Context: an optimization exercise on an open-source flow, tuned for small area, a short achievable clock period and few clock cycles. The choices shown serve that exercise and are no tape-out recipe. Function was checked by simulation only, so behaviour that the tests miss may differ from the original. Power and IR drop assume default switching activity.

==> flow/design.v <==
module fullAdder #(
    parameter WIDTH = 32
) (
    input logic[WIDTH-1:0] operand1, operand2,
    input logic cin,
    output logic[WIDTH-1:0] result,
    output logic cout
);
    assign {cout, result} = operand1 + operand2 + cin;
endmodule
module zeroExtender (
    input logic inbit,
    output logic[31:0] extended
);
    assign extended = {31'b0, inbit};
endmodule
module mux2 #(
    parameter WIDTH = 32
) (
    input logic[WIDTH-1:0] data1, data2,
    input logic s,
    output logic[WIDTH-1:0] dout
);
    assign dout = s ? data2 : data1;
endmodule
module mux3 #(
    parameter WIDTH = 32
) (
    input logic[WIDTH - 1:0] data0, data1, data2,
    input logic[1:0] s,
    output logic[WIDTH - 1:0] dout
);
    always_comb begin
        case (s)
            2'b00: dout = data0;
            2'b01: dout = data1;
            2'b10: dout = data2;
            default: dout = 'bx;        
        endcase
    end
endmodule
module mux4 #(
    parameter WIDTH = 32
) (
    input logic[WIDTH - 1:0] data0, data1, data2, data3,
    input logic[1:0] s,
    output logic[WIDTH - 1:0] dout
);
    always_comb begin
        case (s)
            2'b00: dout = data0;
            2'b01: dout = data1;
            2'b10: dout = data2;
            2'b11: dout = data3;
            default: dout = 'bx;        
        endcase
    end
endmodule
module mux10 (
    input logic[9:0][31:0] data,
    input logic[3:0] s,
    output logic[31:0] dout
);
    always_comb begin
        if(s < 10) begin
            dout = data[s];
        end
        else begin
            dout = 32'bx;
        end
    end 
endmodule
module FlipFlop #(
    parameter WIDTH = 32
) (
    input logic clk, en, srst, arst,
    input logic[WIDTH - 1:0] d,
    output logic[WIDTH - 1:0] q
);
    always_ff @(posedge clk or negedge arst) begin 
        if(~arst) q <= 0;      
		else if(~srst) q <= 0;  
        else if(en) q <= d;   
    end   
endmodule
module FlipFlop2 #(
    parameter WIDTH = 32
) (
    input logic clk, en, srst, arst,
    input logic[WIDTH - 1:0] d0, d1,
    output logic[WIDTH - 1:0] q0, q1
);
    always_ff @(posedge clk or negedge arst) begin 
        if(~arst) begin  
            q0 <= 0; 
            q1 <= 0;
        end 
		  else if(~srst) begin  
				q0 <= 0;
				q1 <= 0;
		  end
        else if(en) begin  
            q0 <= d0;
            q1 <= d1;
        end
    end
endmodule
module ALU(
    input logic[31:0] operand1, operand2,
    input logic[3:0] control,
    output logic[31:0] result,
    output logic[3:0] flags
);
    logic[31:0] muxedOperand2, sum, ored, anded, xored, slt, sll, srl, sra, sltu;
    logic cout, sltnonext, sltunonext;
    mux2 substractionmux(operand2, ~operand2, control[0], muxedOperand2);
    fullAdder adder(operand1, muxedOperand2, control[0], sum, cout);
    assign ored = operand1 | operand2;
    assign anded = operand1 & operand2;
    assign xored = operand1 ^ operand2;
    assign sll = operand1 << operand2[4:0];
    assign srl = operand1 >> operand2[4:0];
    assign sra = $signed(operand1) >>> operand2[4:0];
    assign sltnonext = sum[31] ^ flags[3];
    zeroExtender zero(sltnonext, slt);
    assign sltunonext = ~flags[2];
    zeroExtender zero_u(sltunonext, sltu);
    assign flags[0] = &(~result);
    assign flags[1] = result[31];
    assign flags[2] = cout & ~control[1];
    assign flags[3] = ~(control[0] ^ operand1[31] ^ operand2[31]) &
        (operand1[31] ^ sum[31]) & ~control[1];
	mux10 resultmux({sltu, sra, srl, sll, slt, xored, ored, anded, sum, sum}, control, result);
endmodule
module ALUControl(
    input logic[1:0] ALUOp,
    input logic[4:0] func,  
    output logic[3:0] ALUCtrl
);
    always_comb begin
        case (ALUOp)
            2'b00: begin
                casez (func[4:1])
                    4'b000?: begin
                        if(func[0] === 1) begin
                            if(func[1] === 0) ALUCtrl = 4'd0;  
                            else ALUCtrl = 4'd1;  
                        end
                        else ALUCtrl = 4'd0;  
                    end                            
                    4'b0010: ALUCtrl = 4'd6;  
                    4'b010?: ALUCtrl = 4'd5;  
                    4'b011?: ALUCtrl = 4'd9;  
                    4'b100?: ALUCtrl = 4'd4;  
                    4'b1010: ALUCtrl = 4'd7;  
                    4'b1011: ALUCtrl = 4'd8;  
                    4'b110?: ALUCtrl = 4'd3;  
                    4'b111?: ALUCtrl = 4'd2;  
                    default: ALUCtrl = 4'bx;
                endcase
                end
            2'b01: ALUCtrl = 4'd1;
            2'b10: ALUCtrl = 4'd0;
            default: ALUCtrl = 4'bx;
        endcase
    end 
endmodule
module BranchLogic(
    input logic[2:0] funct3,
    input logic[3:0] flags,
    output logic branch
);
    always_comb begin
        case (funct3)
            3'b000: branch = flags[0];  
            3'b001: branch = ~flags[0];  
            3'b100: branch = flags[1] ^ flags[3];  
            3'b101: branch = ~(flags[1] ^ flags[3]);  
            3'b110: branch = ~flags[2];  
            3'b111: branch = flags[2];  
            default: branch = 0;
        endcase
    end
endmodule
module ImmediateGenerator(
    input logic[31:0] instruction,
    output logic[31:0] immediate
);
    always_comb begin
        case (instruction[6:0])  
            7'b0000011, 7'b0010011, 7'b1100111: immediate = {{21{instruction[31]}}, instruction[30:20]};  
            7'b0100011: immediate = {{21{instruction[31]}}, instruction[30:25], instruction[11:7]};  
            7'b1100011: immediate = {{20{instruction[31]}}, instruction[7], instruction[30:25], instruction[11:8], 1'b0};  
            7'b0010111, 7'b0110111: immediate = {instruction[31:12], 12'b0};  
            7'b1101111: immediate = {{12{instruction[31]}}, instruction[19:12], instruction[20], instruction[30:21], 1'b0};  
            default: immediate = 32'dx;
        endcase
    end
endmodule
module RegisterFile(
    input logic clk, we, rst,
    input logic[4:0] reg1, reg2, reg3,
    input logic[31:0] dataIn,
    output logic[31:0] regData1, regData2
);
    logic [31:1][31:0] registers;
    logic [31:1] sel1, sel2, wsel;
    always_comb begin
        for (int i = 1; i < 32; i++) begin
            sel1[i] = reg1 == 5'(i);
            sel2[i] = reg2 == 5'(i);
            wsel[i] = we & (reg3 == 5'(i));
        end
    end
    always_comb begin
        regData1 = 32'b0;
        regData2 = 32'b0;
        for (int i = 1; i < 32; i++) begin
            regData1 = regData1 | ({32{sel1[i]}} & registers[i]);
            regData2 = regData2 | ({32{sel2[i]}} & registers[i]);
        end
    end
    always_ff @(posedge clk) begin
        for (int i = 1; i < 32; i++)
            if (wsel[i]) registers[i] <= dataIn;
    end
endmodule
module Control(
    input logic clk, arst, en, branch,
    input logic[6:0] opCode,
    output logic PCRegEN, FetchRegEN, RFRegEN, ALUOutRegEN, DataRegEN, PCRegRST, FetchRegRST, RFRegRST,
        ALUOutRegRST, memWE, Regwe, InstructionRead,
    output logic[1:0] ALUIn1Src, ALUIn2Src, ResultSrc, ALUOp
);
    typedef enum logic [3:0] {Fetch, Decode, ExecuteR, ExecuteI, 
        ExecuteLui, ExecuteAuipc, PCUpdateI, PCUpdateJ,
        RdCalculation, Comparison, RegisterWrite, PCUpdateB,
        memoryAddr, memoryRead, memoryWrite, memoryWriteBack
        } statetype;
    statetype state, nextstate;
    always_ff @(posedge clk or negedge arst) begin
        if(~arst) state <= Fetch;
        else if(en) state <= nextstate;
    end
    always_comb begin
        case(state) 
            Fetch: nextstate = Decode;
            Decode: 
                case(opCode)
                    7'b0000011, 7'b0100011: nextstate = memoryAddr;
                    7'b0010011: nextstate = ExecuteI;
                    7'b0110011: nextstate = ExecuteR;
                    7'b0010111: nextstate = ExecuteAuipc;
                    7'b0110111: nextstate = ExecuteLui;
                    7'b1100111: nextstate = PCUpdateI;
                    7'b1101111: nextstate = PCUpdateJ;
                    7'b1100011: nextstate = Comparison;
                    default: nextstate = Fetch;
                endcase
            memoryAddr: 
                if(opCode[5]) nextstate = memoryWrite;
                else nextstate = memoryRead;
            memoryWrite: nextstate = Fetch;
            memoryRead: nextstate = memoryWriteBack;
            memoryWriteBack: nextstate = Fetch;
            ExecuteR: nextstate = RegisterWrite;
            ExecuteI: nextstate = RegisterWrite;
            ExecuteAuipc: nextstate = RegisterWrite;
            ExecuteLui: nextstate = RegisterWrite;
            PCUpdateI: nextstate = RdCalculation;
            PCUpdateJ: nextstate = RdCalculation;
            RdCalculation: nextstate = RegisterWrite;
            RegisterWrite: nextstate = Fetch;
            Comparison: 
                if(branch) nextstate = PCUpdateB;
                else nextstate = Fetch;
            PCUpdateB: nextstate = Fetch;
            default: nextstate = Fetch;
        endcase
    end
    always_comb begin
        case(state)
            Fetch: begin
                PCRegEN = 1'b1;
                FetchRegEN = 1'b1;
                InstructionRead = 1'b1;
                RFRegEN = 1'b0;
                ALUOutRegEN = 1'b0;
                DataRegEN = 1'b0;
                PCRegRST = 1'b1;
                FetchRegRST = 1'b1;
                RFRegRST = 1'b1;
                ALUOutRegRST = 1'b1;
                ALUIn1Src = 2'b11;
                ALUIn2Src = 2'b10;
                ResultSrc = 2'b01;
                memWE = 1'b0;
                Regwe = 1'b0;
                ALUOp = 2'b10;
            end
            Decode: begin
                PCRegEN = 1'b0;
                FetchRegEN = 1'b0;
                InstructionRead = 1'b0;
                RFRegEN = 1'b1;
                ALUOutRegEN = 1'b0;
                DataRegEN = 1'b0;
                PCRegRST = 1'b1;
                FetchRegRST = 1'b1;
                RFRegRST = 1'b1;
                ALUOutRegRST = 1'b1;
                ALUIn1Src = 2'b00;
                ALUIn2Src = 2'b00;
                ResultSrc = 2'b00;
                memWE = 1'b0;
                Regwe = 1'b0;
                ALUOp = 2'b00;
            end
            memoryAddr: begin
                PCRegEN = 1'b0;
                FetchRegEN = 1'b0;
                InstructionRead = 1'b0;
                RFRegEN = 1'b0;
                ALUOutRegEN = 1'b1;
                DataRegEN = 1'b0;
                PCRegRST = 1'b1;
                FetchRegRST = 1'b1;
                RFRegRST = 1'b1;
                ALUOutRegRST = 1'b1;
                ALUIn1Src = 2'b00;
                ALUIn2Src = 2'b00;
                ResultSrc = 2'b00;
                memWE = 1'b0;
                Regwe = 1'b0;
                ALUOp = 2'b10;
            end
            memoryRead: begin
                PCRegEN = 1'b0;
                FetchRegEN = 1'b0;
                InstructionRead = 1'b0;
                RFRegEN = 1'b0;
                ALUOutRegEN = 1'b0;
                DataRegEN = 1'b1;
                PCRegRST = 1'b1;
                FetchRegRST = 1'b1;
                RFRegRST = 1'b1;
                ALUOutRegRST = 1'b1;
                ALUIn1Src = 2'b00;
                ALUIn2Src = 2'b00;
                ResultSrc = 2'b00;
                memWE = 1'b0;
                Regwe = 1'b0;
                ALUOp = 2'b00;
            end
            memoryWriteBack: begin
                PCRegEN = 1'b0;
                FetchRegEN = 1'b0;
                InstructionRead = 1'b0;
                RFRegEN = 1'b0;
                ALUOutRegEN = 1'b0;
                DataRegEN = 1'b0;
                PCRegRST = 1'b1;
                FetchRegRST = 1'b1;
                RFRegRST = 1'b1;
                ALUOutRegRST = 1'b1;
                ALUIn1Src = 2'b00;
                ALUIn2Src = 2'b00;
                ResultSrc = 2'b10;
                memWE = 1'b0;
                Regwe = 1'b1;
                ALUOp = 2'b00;
            end
            memoryWrite: begin
                PCRegEN = 1'b0;
                FetchRegEN = 1'b0;
                InstructionRead = 1'b0;
                RFRegEN = 1'b0;
                ALUOutRegEN = 1'b0;
                DataRegEN = 1'b0;
                PCRegRST = 1'b1;
                FetchRegRST = 1'b1;
                RFRegRST = 1'b1;
                ALUOutRegRST = 1'b1;
                ALUIn1Src = 2'b00;
                ALUIn2Src = 2'b00;
                ResultSrc = 2'b00;
                memWE = 1'b1;
                Regwe = 1'b0;
                ALUOp = 2'b00;
            end
            ExecuteR: begin
                PCRegEN = 1'b0;
                FetchRegEN = 1'b0;
                InstructionRead = 1'b0;
                RFRegEN = 1'b0;
                ALUOutRegEN = 1'b1;
                DataRegEN = 1'b0;
                PCRegRST = 1'b1;
                FetchRegRST = 1'b1;
                RFRegRST = 1'b1;
                ALUOutRegRST = 1'b1;
                ALUIn1Src = 2'b00;
                ALUIn2Src = 2'b01;
                ResultSrc = 2'b00;
                memWE = 1'b0;
                Regwe = 1'b0;
                ALUOp = 2'b00;
            end
            ExecuteI: begin
                PCRegEN = 1'b0;
                FetchRegEN = 1'b0;
                InstructionRead = 1'b0;
                RFRegEN = 1'b0;
                ALUOutRegEN = 1'b1;
                DataRegEN = 1'b0;
                PCRegRST = 1'b1;
                FetchRegRST = 1'b1;
                RFRegRST = 1'b1;
                ALUOutRegRST = 1'b1;
                ALUIn1Src = 2'b00;
                ALUIn2Src = 2'b00;
                ResultSrc = 2'b00;
                memWE = 1'b0;
                Regwe = 1'b0;
                ALUOp = 2'b00;
            end
            ExecuteAuipc: begin
                PCRegEN = 1'b0;
                FetchRegEN = 1'b0;
                InstructionRead = 1'b0;
                RFRegEN = 1'b0;
                ALUOutRegEN = 1'b1;
                DataRegEN = 1'b0;
                PCRegRST = 1'b1;
                FetchRegRST = 1'b1;
                RFRegRST = 1'b1;
                ALUOutRegRST = 1'b1;
                ALUIn1Src = 2'b10;
                ALUIn2Src = 2'b00;
                ResultSrc = 2'b00;
                memWE = 1'b0;
                Regwe = 1'b0;
                ALUOp = 2'b10;
            end
            ExecuteLui: begin
                PCRegEN = 1'b0;
                FetchRegEN = 1'b0;
                InstructionRead = 1'b0;
                RFRegEN = 1'b0;
                ALUOutRegEN = 1'b1;
                DataRegEN = 1'b0;
                PCRegRST = 1'b1;
                FetchRegRST = 1'b1;
                RFRegRST = 1'b1;
                ALUOutRegRST = 1'b1;
                ALUIn1Src = 2'b01;
                ALUIn2Src = 2'b00;
                ResultSrc = 2'b00;
                memWE = 1'b0;
                Regwe = 1'b0;
                ALUOp = 2'b10;
            end
            PCUpdateI: begin
                PCRegEN = 1'b1;
                FetchRegEN = 1'b0;
                InstructionRead = 1'b0;
                RFRegEN = 1'b0;
                ALUOutRegEN = 1'b0;
                DataRegEN = 1'b0;
                PCRegRST = 1'b1;
                FetchRegRST = 1'b1;
                RFRegRST = 1'b1;
                ALUOutRegRST = 1'b1;
                ALUIn1Src = 2'b00;
                ALUIn2Src = 2'b00;
                ResultSrc = 2'b01;
                memWE = 1'b0;
                Regwe = 1'b0;
                ALUOp = 2'b10;
            end
            PCUpdateJ: begin
                PCRegEN = 1'b1;
                FetchRegEN = 1'b0;
                InstructionRead = 1'b0;
                RFRegEN = 1'b0;
                ALUOutRegEN = 1'b0;
                DataRegEN = 1'b0;
                PCRegRST = 1'b1;
                FetchRegRST = 1'b1;
                RFRegRST = 1'b1;
                ALUOutRegRST = 1'b1;
                ALUIn1Src = 2'b10;
                ALUIn2Src = 2'b00;
                ResultSrc = 2'b01;
                memWE = 1'b0;
                Regwe = 1'b0;
                ALUOp = 2'b10;
            end
            RdCalculation: begin
                PCRegEN = 1'b0;
                FetchRegEN = 1'b0;
                InstructionRead = 1'b0;
                RFRegEN = 1'b0;
                ALUOutRegEN = 1'b1;
                DataRegEN = 1'b0;
                PCRegRST = 1'b1;
                FetchRegRST = 1'b1;
                RFRegRST = 1'b1;
                ALUOutRegRST = 1'b1;
                ALUIn1Src = 2'b10;
                ALUIn2Src = 2'b10;
                ResultSrc = 2'b00;
                memWE = 1'b0;
                Regwe = 1'b0;
                ALUOp = 2'b10;
            end
            Comparison: begin
                PCRegEN = 1'b0;
                FetchRegEN = 1'b0;
                InstructionRead = 1'b0;
                RFRegEN = 1'b0;
                ALUOutRegEN = 1'b0;
                DataRegEN = 1'b0;
                PCRegRST = 1'b1;
                FetchRegRST = 1'b1;
                RFRegRST = 1'b1;
                ALUOutRegRST = 1'b1;
                ALUIn1Src = 2'b00;
                ALUIn2Src = 2'b01;
                ResultSrc = 2'b00;
                memWE = 1'b0;
                Regwe = 1'b0;
                ALUOp = 2'b01;
            end
            PCUpdateB: begin
                PCRegEN = 1'b1;
                FetchRegEN = 1'b0;
                InstructionRead = 1'b0;
                RFRegEN = 1'b0;
                ALUOutRegEN = 1'b0;
                DataRegEN = 1'b0;
                PCRegRST = 1'b1;
                FetchRegRST = 1'b1;
                RFRegRST = 1'b1;
                ALUOutRegRST = 1'b1;
                ALUIn1Src = 2'b10;
                ALUIn2Src = 2'b00;
                ResultSrc = 2'b01;
                memWE = 1'b0;
                Regwe = 1'b0;
                ALUOp = 2'b10;
            end
            RegisterWrite: begin
                PCRegEN = 1'b0;
                FetchRegEN = 1'b0;
                InstructionRead = 1'b0;
                RFRegEN = 1'b0;
                ALUOutRegEN = 1'b0;
                DataRegEN = 1'b0;
                PCRegRST = 1'b1;
                FetchRegRST = 1'b1;
                RFRegRST = 1'b1;
                ALUOutRegRST = 1'b1;
                ALUIn1Src = 2'b00;
                ALUIn2Src = 2'b00;
                ResultSrc = 2'b00;
                memWE = 1'b0;
                Regwe = 1'b1;
                ALUOp = 2'b00;
            end
        endcase
        if(~en) begin
            PCRegEN = 1'b0;
            FetchRegEN = 1'b0;
            RFRegEN = 1'b0;
            ALUOutRegEN = 1'b0;
            DataRegEN = 1'b0;
            memWE = 1'b0;
            Regwe = 1'b0;
            InstructionRead = 1'b0;
        end
    end
endmodule
module RV32I_Multicycle(
    input logic clk, arst, en,
    input logic[31:0] data, instruction,
    output memWE, InstructionRead, DataRegEN,
    output[31:0] memAddr, memIn, pcOut
);
    logic [31:2] pcF, pcD;
    logic Dv, Ev, Mld, Mst, Wv;
    logic [31:0] A, X, B, maddr, mdata;
    logic [4:0] rdE, rdM, rdW, shamt;
    logic e_wr, e_ld, e_st, e_br, e_jalr, e_sub, e_sra;
    logic s_add, s_sh, s_shl, s_slt, s_sltu, s_xor, s_or, s_and, s_b;
    logic b_eq, b_ne, b_lt, b_ge, b_ltu, b_geu;
    logic [4:0] opc, rs1, rs2, rd;
    logic [2:0] f3;
    assign opc = instruction[6:2];
    assign rs1 = instruction[19:15];
    assign rs2 = instruction[24:20];
    assign rd  = instruction[11:7];
    assign f3  = instruction[14:12];
    logic isLUI, isAUIPC, isJAL, isJALR, isBR, isLD, isST, isOPI, isOP;
    assign isLUI   = opc == 5'b01101;
    assign isAUIPC = opc == 5'b00101;
    assign isJAL   = opc == 5'b11011;
    assign isJALR  = opc == 5'b11001;
    assign isBR    = opc == 5'b11000;
    assign isLD    = opc == 5'b00000;
    assign isST    = opc == 5'b01000;
    assign isOPI   = opc == 5'b00100;
    assign isOP    = opc == 5'b01100;
    logic [31:0] immI, immS, immB, immU, immJ;
    assign immI = {{20{instruction[31]}}, instruction[31:20]};
    assign immS = {{20{instruction[31]}}, instruction[31:25], instruction[11:7]};
    assign immB = {{19{instruction[31]}}, instruction[31], instruction[7], instruction[30:25], instruction[11:8], 1'b0};
    assign immU = {instruction[31:12], 12'b0};
    assign immJ = {{11{instruction[31]}}, instruction[31], instruction[19:12], instruction[20], instruction[30:21], 1'b0};
    logic [31:2] pcB, pcU, pcJ;
    assign pcB = pcD + immB[31:2];
    assign pcU = {pcD[31:12] + immU[31:12], pcD[11:2]};
    assign pcJ = pcD + immJ[31:2];
    logic [31:2] pcR;
    logic jrFast;
    assign pcR = B[31:2] + immI[31:2];
    assign jrFast = isJALR & Ev & e_wr & s_b & (rdE == rs1);
    logic [31:0] rf1, rf2, wdata;
    logic [4:0] waddr;
    logic we;
    RegisterFile RV_Registerfile(
        .clk(clk),
        .we(we),
        .rst(arst),
        .reg1(rs1),
        .reg2(rs2),
        .reg3(waddr),
        .dataIn(wdata),
        .regData1(rf1),
        .regData2(rf2)
    );
    logic fE1, fE2, fW1, fW2, eAdd, eOth;
    assign eAdd = Ev & e_wr & s_add;
    assign eOth = Ev & e_wr & ~s_add;
    assign fE1 = rdE == rs1;
    assign fE2 = rdE == rs2;
    assign fW1 = Wv & (rdW == rs1);
    assign fW2 = Wv & (rdW == rs2);
    logic [31:0] aVal, bVal, Xnext, Bnext, eOther;
    assign aVal = (eAdd & fE1) ? sum : (eOth & fE1) ? eOther : fW1 ? data : rf1;
    assign bVal = (eAdd & fE2) ? sum : (eOth & fE2) ? eOther : fW2 ? data : rf2;
    logic useImm, dSub;
    assign useImm = ~(isOP | isBR);
    assign dSub = isBR | ((isOP | isOPI) & (f3 == 3'b010 | f3 == 3'b011)) |
                  (isOP & f3 == 3'b000 & instruction[30]);
    assign Xnext = (useImm ? (isST ? immS : immI) : bVal) ^ {32{dSub}};
    assign Bnext = (isJAL | isJALR) ? {pcF, 2'b00} :
                   isLUI ? immU :
                   isAUIPC ? {pcU, 2'b00} :
                   isBR ? {pcB, 2'b00} : bVal;
    logic [31:0] sum, shOut;
    logic lt, ltu, eq, taken;
    assign sum = A + X + {31'b0, e_sub};
    logic [31:0] cg [0:5];
    logic [31:0] cp [0:5];
    logic lowC;
    always_comb begin
        for (int i = 0; i < 31; i++) begin
            cg[0][i] = A[i] & X[i];
            cp[0][i] = A[i] | X[i];
        end
        cg[0][31] = 1'b0;
        cp[0][31] = 1'b1;
        for (int l = 0; l < 5; l++)
            for (int i = 0; i < (32 >> (l + 1)); i++) begin
                cg[l + 1][i] = cg[l][2 * i + 1] | (cp[l][2 * i + 1] & cg[l][2 * i]);
                cp[l + 1][i] = cp[l][2 * i + 1] & cp[l][2 * i];
            end
        for (int l = 1; l < 6; l++)
            for (int i = (32 >> l); i < 32; i++) begin
                cg[l][i] = 1'b0;
                cp[l][i] = 1'b0;
            end
        lowC = cg[5][0] | cp[5][0];
    end
    assign ltu = (A[31] == X[31]) ? ~A[31] : ~lowC;
    assign lt  = (A[31] == X[31]) ?  A[31] : ~lowC;
    assign eq = &(A ^ X);
    logic [31:0] shIn, shR;
    always_comb for (int i = 0; i < 32; i++) shIn[i] = s_shl ? A[31 - i] : A[i];
    assign shR = 32'($signed({e_sra & A[31], shIn}) >>> shamt);
    always_comb for (int i = 0; i < 32; i++) shOut[i] = s_shl ? shR[31 - i] : shR[i];
    assign eOther = ({32{s_sh}} & shOut) |
                    ({32{s_xor}} & (A ^ X)) |
                    ({32{s_or}} & (A | X)) |
                    ({32{s_and}} & (A & X)) |
                    ({32{s_b}} & B) |
                    {31'b0, (s_slt & lt) | (s_sltu & ltu)};
    assign taken = (b_eq & eq) | (b_ne & ~eq) | (b_lt & lt) | (b_ge & ~lt) |
                   (b_ltu & ltu) | (b_geu & ~ltu);
    logic stall, replay, redirE, dJal, Dgo;
    logic [31:2] tgtE;
    assign stall  = Mld & Dv;
    assign replay = Ev & e_ld & Dv & (rdE != 5'd0) & ((rdE == rs1) | (rdE == rs2));
    assign redirE = Ev & ((e_br & taken) | e_jalr);
    assign tgtE   = e_jalr ? sum[31:2] : B[31:2];
    assign dJal   = Dv & (isJAL | jrFast) & ~redirE & ~stall & ~replay;
    assign Dgo    = Dv & ~redirE & ~stall & ~replay;
    logic [31:2] pcSeq, pcNext;
    assign pcSeq  = replay ? pcD : stall ? pcF : pcF + 30'd1;
    assign pcNext = dJal ? (isJAL ? pcJ : pcR) : redirE ? tgtE : pcSeq;
    assign we    = en & ((Ev & e_wr) | Wv);
    logic wSum, wOth;
    assign wSum = ~Wv & s_add;
    assign wOth = ~Wv & ~s_add;
    assign wdata = ({32{wSum}} & sum) | ({32{wOth}} & eOther) | ({32{Wv}} & data);
    assign waddr = Wv ? rdW : rdE;
    always_ff @(posedge clk or negedge arst) begin
        if (~arst) begin
            pcF <= '0;
            Dv <= 1'b0;
            Ev <= 1'b0;
            Mld <= 1'b0;
            Mst <= 1'b0;
            Wv <= 1'b0;
        end else if (en) begin
            pcF <= pcNext;
            if (redirE | replay) Dv <= 1'b0;
            else if (~stall) Dv <= ~dJal;
            Ev <= Dgo;
            Mld <= Ev & e_ld;
            Mst <= Ev & e_st;
            Wv <= Mld & (rdM != 5'd0) & ~(Ev & e_wr & (rdE == rdM));
        end
    end
    always_ff @(posedge clk) begin
        if (en) begin
            if (~stall) pcD <= pcF;
            maddr <= sum;
            mdata <= B;
            rdM <= rdE;
            rdW <= rdM;
            A <= aVal;
            X <= Xnext;
            shamt <= useImm ? instruction[24:20] : bVal[4:0];
            B <= Bnext;
            rdE <= rd;
            e_wr <= (isLUI | isAUIPC | isJAL | isJALR | isOPI | isOP) & (rd != 5'd0);
            e_ld <= isLD;
            e_st <= isST;
            e_br <= isBR;
            e_jalr <= isJALR & ~jrFast;
            e_sub <= dSub;
            e_sra <= instruction[30] & f3[2];
            s_add <= (isOP | isOPI) & (f3 == 3'b000);
            s_sh <= (isOP | isOPI) & (f3 == 3'b001 | f3 == 3'b101);
            s_shl <= ~f3[2];
            s_slt <= (isOP | isOPI) & (f3 == 3'b010);
            s_sltu <= (isOP | isOPI) & (f3 == 3'b011);
            s_xor <= (isOP | isOPI) & (f3 == 3'b100);
            s_or <= (isOP | isOPI) & (f3 == 3'b110);
            s_and <= (isOP | isOPI) & (f3 == 3'b111);
            s_b <= isJAL | isJALR | isLUI | isAUIPC;
            b_eq <= f3 == 3'b000;
            b_ne <= f3 == 3'b001;
            b_lt <= f3 == 3'b100;
            b_ge <= f3 == 3'b101;
            b_ltu <= f3 == 3'b110;
            b_geu <= f3 == 3'b111;
        end
    end
    assign InstructionRead = en & ~stall;
    assign pcOut = {pcF, 2'b00};
    assign DataRegEN = en & Mld;
    assign memWE = arst & en & Mst;
    assign memAddr = maddr;
    assign memIn = mdata;
endmodule
==> flow/run.sh <==
#!/bin/bash
# synth_recipe.tcl (not shown) runs the flow's synth.tcl, then flattens the netlist and writes it again
# the make line also repeats each setting of config.mk as NAME=value (left out here)
make -C /OpenROAD-flow-scripts/flow DESIGN_CONFIG=/design/flow/config.mk WORK_HOME=/design/flow/orfs CLKGATE_MAP_FILE= SYNTH_SCRIPT=/design/flow/synth_recipe.tcl finish
==> flow/config.mk <==
export PLATFORM = sky130hd
export DESIGN_NAME = RV32I_Multicycle
export DESIGN_NICKNAME = RV32I_Multicycle
export VERILOG_FILES = /design/flow/design.v
export SDC_FILE = /design/flow/constraint.sdc
export NUM_CORES = 4
export LEC_CHECK = 0
export CAP_MARGIN = 20
export CORE_MARGIN = 2
export CORE_UTILIZATION = 40
export CTS_CLUSTER_DIAMETER = 70
export CTS_CLUSTER_SIZE = 24
export PLACE_DENSITY = 0.55
export SETUP_SLACK_MARGIN = 4.1
export SLEW_MARGIN = 20
==> flow/constraint.sdc <==
create_clock -name core_clock -period 8.0 [get_ports {clk}]
set_input_delay 1.6000 -clock core_clock [delete_from_list [all_inputs] [get_ports {clk}]]
set_output_delay 1.6000 -clock core_clock [all_outputs]
set_load 0.01 [all_outputs]
==> key figures, run 1 <==
Outcome
  • Status: timing/DRC/antenna clean

CTS
  • Insertion delay to the later sink of the worst-skew pair: 0.80 ns
  • Clk buf depth: 3
  • Clk sinks: 1259
  • Hold Buf Count CTS: 0
  • Htree depth: 3
  • Clk slew on worst S/H paths: 0.10 ns
  • CTS tree: built
  • CTS root buf: clkbuf_16
  • CTS buffer count: 94

Power
  • Worst vdd ir: 0.1837 mV
  • Clk pwr share: 0.269
  • Logic pwr share: 0.304
  • Leak Pwr: 29.05 nW
  • Sw frac: 0.3628
  • Register share of total power: 0.426
  • Pwr Density: 242.1 nW/um^2
  • Cell Int Power: 0.01289 W
  • Net switching power: 0.007336 W

STA
  • Final hold violation count: 0
  • Worst-Margin Slew: 1.351 ns
  • Setup TNS: 0 ns
  • Max Slew Vio Count: 0
  • RSZ-0062 raised after global routing: yes
  • Final period util: 0.5167
  • Min Tclk post-route: 4.133 ns
  • Fmax: 0.2419 GHz
  • Max-slew headroom: 0.09945
  • Setup Viol. Count Final: 0
  • Clk_skew: 0.08791 ns

Logic synthesis
  • Post-Syn Area: 67030 um^2
  • Post-synth EDFFs: 1224
  • Sequential share of the synthesized area: 0.5614
  • Avg Cell Area, Syn: 11.77 um^2
  • Yosys warns: 4
  • Async SR Flop Fraction: 0.02780
  • Seq cells post-synth: 1259
  • Synth Instances: 5697
  • Synth Flop Type: edfxtp_1
  • Cell variety after synth: 86

Route
  • First DRT Iteration DRCs: 13030
  • Routed WL per cell: 43.78 um
  • Vias per cell: 7.498
  • # DRC: 0
  • Via count: 63760
  • Overall routed net length: 372300 um
  • First-pass DRT Iterations: 13
  • ANT nets after route: 0

Global routing
  • First-pass GRT wire length: 489100 um
  • Initial antenna violation count: 20
  • Gr usage total: 0.4182
  • Grt total ovfl: 0
  • Vias in the first global route: 57300
  • Largest net degree at the start of global routing: 78

Critical path
  • CP Data Required Time: 8.50 ns
  • Setup crit start: instruction[17]
  • Kind of critical path: primary input to flip-flop
  • CP endpoint kind: flip-flop
  • WP data arrival: 4.64 ns
  • Worst R2R Start: A[28]
  • Startpoint Class: primary input
  • Max FO, Critical Path: 27

Floorplan
  • IO Pins: 166
  • Site Rows: 150
  • DIE AREA: 170900 um^2
  • Core Footprint: 166800 um^2
  • Die height: 413.4 um
  • Die Wd: 413.4 um
  • Initial Utilization: 0.4017

Cells and area
  • Commonest non-fill, non-tap cell in the layout: edfxtp_1
  • Final cell count without fillers: 8504
  • Area Overhead vs Synth: 24.60%
  • Final-layout fill cell count: 14430
  • Share of cells above drive strength 1: 0.2377
  • Nets: 6422
  • Commonest non-fill, non-tap cells in the layout: edfxtp_1, a22oi_1, buf_4, nand2_1, nor2_1

Placement
  • Port Buffer Count: 161
  • GP Congestion: 1.010
  • Placed cells: 7916
  • HPWL Detailed: 226500 um

Hold path
  • Worst hold path type: flip-flop to flip-flop
  • Min-delay src: e_ld

Flow run
  • Total of max-cap violations: 0
logic make-up (layout without fill, tap and decap cells):
| family | count (synthesis) | after routing | share of synthesized area |
|---|---|---|---|
| compound gates | 1910 | 1924 | 0.2059 |
| flops | 1259 | 1259 | 0.5614 |
| other cells | 1 | 22 | 0.00005595 |
| fa+ha+maj | 152 | 152 | 0.02905 |
| xor+xnor | 202 | 202 | 0.02640 |
| buf+inv | 555 | 1119 | 0.03229 |
| simple gates | 1410 | 1410 | 0.09950 |
| mux | 208 | 212 | 0.04542 |
metrics by stage:
step | setup WS (ns) | hold slack [ns] | instance area, um^2 | power (W) | util
final | 3.867 | 0.4900 | 83520 | 0.02022 | 0.5005
after global routing | 4.011 | 0.5114 | 83470 | 0.02061 | 0.5003
after CTS | 4.024 | 0.5012 | 80720 | 0.01948 | 0.4838
after detailed placement | 1.452 | 0.4886 | 72990 | 0.01357 | 0.4375
after global placement | 1.465 | 0.4796 | 72930 | 0.01354 | 0.4371
after floorplan | 3.850 | 0.4244 | 67430 | 0.01122 | -
worst max-delay path, cell delays in order:
cell and delay, ns:
buf_2 0.32, nand3_2 0.29, nor2_4 0.38, buf_4 0.76
a22oi_1 0.22, nand3_1 0.14, nor2_1 0.08, nand4_1 0.11
o22ai_1 0.09, mux2i_1 0.59
repair_timing:
item,CTS,global route
endpoints found under the setup margin,1137,851
hold endpoints to repair,0,0
resized for setup,543,285
pin swaps,114,120
setup buffers,228,128
gates cloned,22,14
synthesized netlist by cell type, drive strengths merged, types with 19 or more instances:
| master | number | share of area |
|---|---|---|
| nand2 | 428 | 0.024 |
| o211ai | 68 | 0.0076 |
| xnor2 | 126 | 0.016 |
| a222oi | 75 | 0.011 |
| inv | 142 | 0.0080 |
| o31ai | 33 | 0.0038 |
| nand3 | 157 | 0.012 |
| and2 | 32 | 0.0030 |
| nand2b | 31 | 0.0029 |
| a21o | 49 | 0.0055 |
| nor3 | 87 | 0.0065 |
| nor2b | 27 | 0.0025 |
| a22oi | 652 | 0.073 |
| dfrtp | 35 | 0.013 |
| o21a | 26 | 0.0029 |
| a21oi | 230 | 0.017 |
| ha | 146 | 0.027 |
| mux2i | 90 | 0.013 |
| a31oi | 34 | 0.0032 |
| mux2 | 46 | 0.0077 |
| a22o | 125 | 0.016 |
| a221oi | 137 | 0.018 |
| o221ai | 19 | 0.0025 |
| clkbuf | 340 | 0.019 |
| edfxtp | 1224 | 0.55 |
| o21ai | 252 | 0.019 |
| xor2 | 76 | 0.0099 |
| and3 | 56 | 0.0052 |
| o22ai | 29 | 0.0027 |
| nand4 | 122 | 0.011 |
| nor4 | 40 | 0.0037 |
| buf | 71 | 0.0052 |
| mux4 | 72 | 0.024 |
| a211oi | 37 | 0.0041 |
| nor2 | 346 | 0.019 |
layer usage:
metal  wire (um)  track usage
met5         249     0.005936
met4       39280       0.3265
met3       61860       0.1675
met2      148700       0.5917
met1      122200       0.5055
registers in the layout, summed over array words and instances, names as in the netlist, 5 cells and up:
register,count
RV_Registerfile.registers,992
A,32
B,32
X,32
maddr,32
mdata,32
pcD,30
pcF,30
rdE,5
rdM,5
rdW,5
shamt,5
power groups by stage:
stage          clock network, W  logic [W]  registers [W]
3_5_place_dp                  0    0.00477        0.00880
3_3_place_gp                  0    0.00474        0.00880
4_1_cts                 0.00541    0.00548        0.00859
6_report                0.00545    0.00615        0.00862
5_1_grt                 0.00566    0.00633        0.00862
2_1_floorplan                 0    0.00269        0.00853
worst paths after layout:
| check | cells after the start | to | slack, ns |
|---|---|---|---|
| setup reg to reg | 12 | B[16] | 3.98 |
| hold / removal | 2 | Mld | 0.49 |
| setup / recovery | 10 | A[3] | 3.87 |
| hold reg to reg | 2 | Mld | 0.49 |
| min in group asynchronous | 2 | pcF[21] | 0.95 |
| max in group asynchronous | 3 | Wv | 6.61 |
cell type report:
class	instances	area, um^2	area share
sequential	1259	37630	0.4506
multi-input combinational	3902	31050	0.3718
timing repair buffer	801	8001	0.09581
tap	2204	2758	0.03302
clock buffer	99	2392	0.02864
clock inverter	74	1052	0.01260
inverter	144	564.3	0.006757
antenna	20	50.05	0.0005993
timing repair inverter	1	7.507	0.00008989
Testbench counts, summed over its fixed seeds: cycles 15,515.
==> run 2, diff against run 1 <==
--- a/flow/config.mk
+++ b/flow/config.mk
@@ -9,7 +9,7 @@
 export CORE_MARGIN = 2
-export CORE_UTILIZATION = 40
+export CORE_UTILIZATION = 45
 export CTS_CLUSTER_DIAMETER = 70
 export CTS_CLUSTER_SIZE = 24
-export PLACE_DENSITY = 0.55
-export SETUP_SLACK_MARGIN = 4.1
+export PLACE_DENSITY = 0.6
+export SETUP_SLACK_MARGIN = 4.2
 export SLEW_MARGIN = 20
==> run 2 against run 1 <==
Still clean. First-iteration DRC count rose by 16%. Clock skew is 0.028 ns lower. Utilization up 8.2 points. Final cell count down 1.4%. Fmax down 2.7%. Synthesized area unchanged. Global-route usage grew 6.0 points. Critical path type unchanged.
==> key figures, run 2 <==
Outcome
  • Status: timing/DRC/antenna clean

Power
  • Cell Int Power: 0.01304 W
  • Register share of total power: 0.420
  • Clk pwr share: 0.259
  • Net switching power: 0.007430 W
  • Leak Pwr: 30.11 nW
  • Pwr Density: 237.9 nW/um^2
  • Worst vdd ir: 0.1692 mV
  • Sw frac: 0.3630
  • Logic pwr share: 0.320
  • Tot Pwr: 0.02047 W

Route
  • # DRC: 0
  • Overall routed net length: 379500 um
  • First DRT Iteration DRCs: 15100
  • Vias per cell: 7.869
  • First-pass DRT Iterations: 20
  • ANT nets after route: 0
  • Via count: 65980
  • Routed WL per cell: 45.26 um

Cells and area
  • Most flops, register: RV_Registerfile.registers
  • Nets: 6566
  • Commonest non-fill, non-tap cell in the layout: edfxtp_1
  • Commonest non-fill, non-tap cells in the layout: edfxtp_1, a22oi_1, buf_4, nand2_1, nor2_1
  • Largest register FFs: 992
  • Share of cells above drive strength 1: 0.2789
  • Area Overhead vs Synth: 28.38%
  • Final core occ: 0.5821
  • Post-route cell area: 86050 um^2

Critical path
  • WP data arrival: 4.73 ns
  • Kind of critical path: primary input to flip-flop
  • Worst path slowest cell: nand4_1
  • Delay of the slowest critical-path stage: 0.56 ns
  • Most frequent cell on the critical path: buf_12
  • Max FO, Critical Path: 10
  • CP Buf/Inv Count: 6
  • CP Data Required Time: 8.49 ns
  • Setup crit start: instruction[22]
  • Cell Chain, Critical Path: buf_12 -> buf_12 -> buf_12 -> buf_16 -> nand3b_1 -> buf_6 -> nor3_4 -> buf_12 -> a22oi_1 -> nand2_1 -> nor4_2 -> nand4_1 -> o211ai_1 -> o21ai_2 -> o211ai_1 -> o211ai_1
  • Worst R2R Start: A[3]
  • Delay-heaviest family, CP: compound AO/OA/AOI/OAI gates
  • CP endpoint kind: flip-flop
  • Startpoint Class: primary input

Floorplan
  • Core Footprint: 147800 um^2
  • Site Rows: 141
  • Initial Utilization: 0.4534
  • IO Pins: 166
  • Die Wd: 389.9 um
  • Die height: 389.9 um
  • DIE AREA: 152100 um^2

Logic synthesis
  • Seq cells post-synth: 1259
  • Post-synth top area cell: edfxtp_1
  • Async SR Flop Fraction: 0.02780
  • Most numerous cell in the Yosys netlist: edfxtp_1
  • Sequential share of the synthesized area: 0.5614
  • Area fraction of the dominant cell type after synthesis: 0.5484
  • Post-Syn Area: 67030 um^2
  • Synth Instances: 5697
  • Post-synth EDFFs: 1224
  • Top cells by area, synth: edfxtp_1, a22oi_1, ha_1
  • Synth Flop Type: edfxtp_1
  • Yosys warns: 4
  • Post-synth top cells: edfxtp_1, a22oi_1, nand2_1
  • Cell variety after synth: 86
  • Avg Cell Area, Syn: 11.77 um^2

Hold path
  • Worst hold path type: flip-flop to flip-flop
  • Min-delay src: rdM[0]

STA
  • Min Tclk post-route: 4.249 ns
  • Clk_skew: 0.06041 ns
  • Final hold violation count: 0
  • Worst-Margin Slew: 1.193 ns
  • Max-slew headroom: 0.2043
  • Setup Viol. Count Final: 0
  • Setup TNS: 0 ns
  • RSZ-0062 raised after global routing: yes
  • Max Slew Vio Count: 0
  • Final period util: 0.5311
  • Fmax: 0.2353 GHz
  • Worst hold margin: 0.5116 ns

CTS
  • Clk slew on worst S/H paths: 0.08 ns
  • CTS tree: built
  • Clk buf depth: 3
  • Clk sinks: 1259
  • CTS root buf: clkbuf_16
  • Hold Buf Count CTS: 0
  • Insertion delay to the later sink of the worst-skew pair: 0.80 ns
  • Htree depth: 3
  • CTS buffer count: 93

Global routing
  • First-pass GRT wire length: 498100 um
  • Grt total ovfl: 0
  • Met2 Use GR: 0.6558
  • Largest net degree at the start of global routing: 64
  • Gr usage total: 0.4780
  • Gr busiest metal: met2
  • Vias in the first global route: 59510
  • Initial antenna violation count: 22
  • Global Route met1 Usage: 0.5541
  • Met3 Usage GRT: 0.2285

Placement
  • GP Congestion: 1.008
  • Dpl cell area: 72800 um^2
  • Port Buffer Count: 161
  • HPWL Detailed: 222900 um

Flow run
  • Total of max-cap violations: 0
run 2: cell counts after synthesis:
No cell type changed its count.
run 2: cell type report:
type / instances / area [um^2]
fill: 11820 / 61790
sequential: 1259 / 37630
multi-input combinational: 3909 / 32350
timing repair buffer: 940 / 9671
tap: 1930 / 2415
clock buffer: 99 / 2381
clock inverter: 71 / 952.2
inverter: 144 / 566.8
antenna: 33 / 82.58
run 2: path summary, 6_finish.rpt:
| check | to | slack, ns | cells past startpoint |
|---|---|---|---|
| hold / removal | rdW[0] | 0.51 | 0 |
| setup reg to reg | X[9] | 4.04 | 13 |
| hold reg to reg | rdW[0] | 0.51 | 0 |
| max in group asynchronous | Wv | 6.66 | 3 |
| min in group asynchronous | pcF[16] | 0.99 | 2 |
| setup / recovery | B[16] | 3.75 | 16 |
run 2: metrics by stage:
step,std cells,worst slack [ns]
6_report,8385,3.751
3_3_place_gp,7647,1.495
2_1_floorplan,5698,3.946
3_5_place_dp,7648,1.455
5_1_grt,8359,3.863
4_1_cts,8200,4.002
run 2: what timing repair did:
action                                  4_1_cts  5_1_grt
buffers inserted                            355      141
pin swaps                                   201      256
gates cloned                                 27       11
resized for setup                           676      448
endpoints found under the setup margin     1140     1128
run 2: logic make-up (layout without fill, tap and decap cells):
group | after synthesis | in the layout | share of synthesized area
AOI/OAI and AO/OA | 1910 | 1924 | 0.2059
and+or+nand+nor | 1410 | 1413 | 0.09950
DFF | 1259 | 1259 | 0.5614
buffers and inverters | 555 | 1254 | 0.03229
muxes | 208 | 216 | 0.04542
xor gates and xnor gates | 202 | 202 | 0.02640
adders and majority gates | 152 | 152 | 0.02905
other | 1 | 35 | 0.00005595
run 2: power by group through the flow:
stage	registers [W]	logic, W	clock network [W]
global placement	0.00877	0.00476	0
floorplan	0.00853	0.00273	0
detailed placement	0.00877	0.00479	0
global route	0.00860	0.00670	0.00547
CTS	0.00857	0.00567	0.00525
finish	0.00860	0.00656	0.00531
run 2: routing by layer:
layer	wire length (um)	share of wire
met3	65790	0.17
met2	148000	0.39
met1	118300	0.31
met5	807	0.0021
met4	46630	0.12

==> what the ideal ports hide <==
No port has a modelled driver above. Below, the same layouts with a new extraction and two added sets of constraints. Step 1: set_driving_cell puts a clkbuf_16 on clk and a buf_2 on each other input, an assumption about the parent block. Step 2 times the ports against the registers' clock, not the clock port: input delays grow and output delays shrink by t, the midpoint of the rising clock arrivals with the driver on. Slacks: ideal ports / drivers / drivers and shift; pairs: ideal ports / drivers.
run	shift t [ns]	setup slack, ns	hold WS [ns]	worst setup path after step 2
run 1	0.842	3.867 / 3.776 / 3.083	0.490 / 0.490 / 0.490	input to register
run 2	0.853	3.751 / 3.713 / 2.927	0.512 / 0.512 / 0.512	input to register
After both steps setup and hold are still met in every run listed. For run 2, which loses most, drivers alone change the setup slack by -0.038 ns; drivers and shift together by -0.824 ns.
